Background: an optimization exercise with open tools, aiming at small area. Do not read the settings as production practice.
Only simulation tests tie the RTL to the original design; equivalence was not proved.
Power is estimated from default activity; no workload was simulated.

## raven
==> flow/design.v (excerpt) <==
module hw_scroll_fsm(reset, clock, max_count, hexs);
	input reset, clock;
	input [27:0] max_count;
	output reg [41:0] hexs;
	reg [4:0] pos;
	localparam [4:0] S0 = 5'd0;
	localparam [4:0] S1 = 5'd8;
	localparam [4:0] S2 = 5'd9;
	localparam [4:0] S3 = 5'd10;
	localparam [4:0] S4 = 5'd11;
	localparam [4:0] S5 = 5'd12;
	localparam [4:0] S6 = 5'd7;
	localparam [4:0] S7 = 5'd6;
	localparam [4:0] S8 = 5'd19;
	localparam [4:0] S9 = 5'd16;
	localparam [4:0] S10 = 5'd1;
	localparam [4:0] S11 = 5'd18;
	localparam [4:0] S12 = 5'd25;
	localparam [4:0] S13 = 5'd22;
	localparam [4:0] S14 = 5'd30;
	localparam [4:0] S15 = 5'd23;
	localparam [4:0] S16 = 5'd2;
	localparam [4:0] S17 = 5'd3;
	localparam [4:0] S18 = 5'd15;
	reg [28:0] timer;
	reg [4:0] pos_next;
	wire stall = &max_count;
	wire fire = (pos == S1) | (timer[28] & timer[1] & timer[0] & ~stall);
	always @(posedge clock, posedge reset) begin
		if (reset)
			pos <= S0;
		else if (fire | (pos == S0))
			pos <= pos_next;
	end
	wire [29:0] carry;
	assign carry[0] = 1'b1;
	genvar k;
	generate
		for (k = 0; k < 29; k = k + 1) begin : inc
			assign carry[k+1] = carry[k] & timer[k];
		end
	endgenerate
	always @(posedge clock) begin
		if (fire)
			timer <= {1'b0, ~max_count};
		else
  ...
export LEC_CHECK = 0
export ABC_AREA = 1
export CAP_MARGIN = 20
export CORE_MARGIN = 2
export CORE_UTILIZATION = 40
export CTS_BUF_LIST = sky130_fd_sc_hd__clkbuf_4
export CTS_CLUSTER_DIAMETER = 200
export CTS_CLUSTER_SIZE = 50
export SLEW_MARGIN = 20
create_clock -name core_clock -period 10.0 [get_ports {clock}]
standard.sh (not shown) runs the stock make flow with config.mk's settings and CLKGATE_MAP_FILE= SYNTH_SCRIPT=/design/flow/synth_recipe.tcl, a recipe that flattens the netlist after the stock synthesis.
==> flow/flow/run.sh <==
#!/bin/bash
# The standard ORFS layout (standard.sh) with three changes:
#  - synthesis runs ABC with the area script flow/area.abc instead of ORFS's
#    (flow/my_synth.tcl is synth_recipe.tcl plus that one substitution), and
#    without ORFS's half/full-adder extraction (ADDER_MAP_FILE empty);
#  - the port buffers use the smallest buffer cell, sky130_fd_sc_hd__buf_1.
# Registers, their names and cell types are those of the standard synthesis.
set -euo pipefail
W=$(pwd)
export MY_ABC_SCRIPT=$W/flow/area.abc
bash standard.sh SYNTH_SCRIPT=$W/flow/my_synth.tcl ADDER_MAP_FILE= \
  BUFFER_PORTS_ARGS="-buffer_cell sky130_fd_sc_hd__buf_1" finish > standard_flow.log 2>&1
==> flow/flow/area.abc <==
strash
balance -l; resub -K 6 -l; rewrite -l; resub -K 6 -N 2 -l; refactor -l; resub -K 8 -l; balance -l; resub -K 8 -N 2 -l; rewrite -l; resub -K 10 -l; rewrite -z -l; resub -K 10 -N 2 -l; balance -l; resub -K 12 -l; refactor -z -l; resub -K 12 -N 2 -l; rewrite -z -l; balance -l
balance -l; resub -K 6 -l; rewrite -l; resub -K 6 -N 2 -l; refactor -l; resub -K 8 -l; balance -l; resub -K 8 -N 2 -l; rewrite -l; resub -K 10 -l; rewrite -z -l; resub -K 10 -N 2 -l; balance -l; resub -K 12 -l; refactor -z -l; resub -K 12 -N 2 -l; rewrite -z -l; balance -l
dch -f
map -a
mfs2
strash
balance -l; resub -K 6 -l; rewrite -l; resub -K 6 -N 2 -l; refactor -l; resub -K 8 -l; balance -l; resub -K 8 -N 2 -l; rewrite -l; resub -K 10 -l; rewrite -z -l; resub -K 10 -N 2 -l; balance -l; resub -K 12 -l; refactor -z -l; resub -K 12 -N 2 -l; rewrite -z -l; balance -l
dch -f
map -a
topo
==> flow/flow/my_synth.tcl <==
proc synth {args} { yosys synth -nofsm -noshare {*}$args }
# Run ABC with our own, area-oriented script in place of ORFS's.
proc abc {args} {
  set i [lsearch -exact $args -script]
  if { $i >= 0 } { set args [lreplace $args [expr {$i + 1}] [expr {$i + 1}] $::env(MY_ABC_SCRIPT)] }
  yosys abc {*}$args
}
source $::env(SCRIPTS_DIR)/synth.tcl
# left out here: clear keep_hierarchy, flatten, clean up, hide names made inside functions, write 1_2_yosys.v
Per the final summary, raven finished and its layout is clean on timing, DRC and antenna.
The inputs of violet differ from those of raven as listed below.
- swapping sky130_fd_sc_hd__clkbuf_4 for sky130_fd_sc_hd__clkbuf_16 in CTS_BUF_LIST
==> run summary <==
Each of the runs, namely violet and raven, reached the end of the flow and came out clean. Taking violet as 1.0, raven lands at 0.810 on power. Met3 wire length: violet and raven compared, lower one is violet. Summary — combinational group share of total power, violet relative to raven: lower, by 3.1 points. In terms of routed wire length, violet and raven differ only marginally.

## port drivers added, routing unchanged
The flow's constraints put no driver on any port. The routed layouts listed below were extracted and timed again, unchanged, in two steps.
Step 1 (the two cells are an assumption about what drives the block):
set clk [get_ports {clock}]
set_driving_cell -lib_cell sky130_fd_sc_hd__clkbuf_16 $clk
set_driving_cell -lib_cell sky130_fd_sc_hd__buf_2 [delete_from_list [all_inputs] $clk]
Step 2 adds t to the input delays and takes it off the output delays; t is the mean of the earliest and latest rising clock arrival at the registers after step 1. Input paths then give back, and output paths get back, about the clock's delay inside the block.
Slacks: ideal / step 1 / step 2; pairs: ideal / step 1.
| run | t, ns | setup slack, ns | worst hold slack (ns) | worst setup path after step 2 | worst register clock-pin slew, ns |
|---|---|---|---|---|---|
| raven | 0.353 | 4.901 / 4.876 / 5.229 | 0.464 / 0.464 / 0.464 | register to output | 0.11 / 0.11 |
| violet | 0.306 | 4.973 / 4.939 / 5.245 | 0.457 / 0.457 / 0.457 | register to output | 0.05 / 0.05 |
After both steps setup and hold are still met in every run listed.
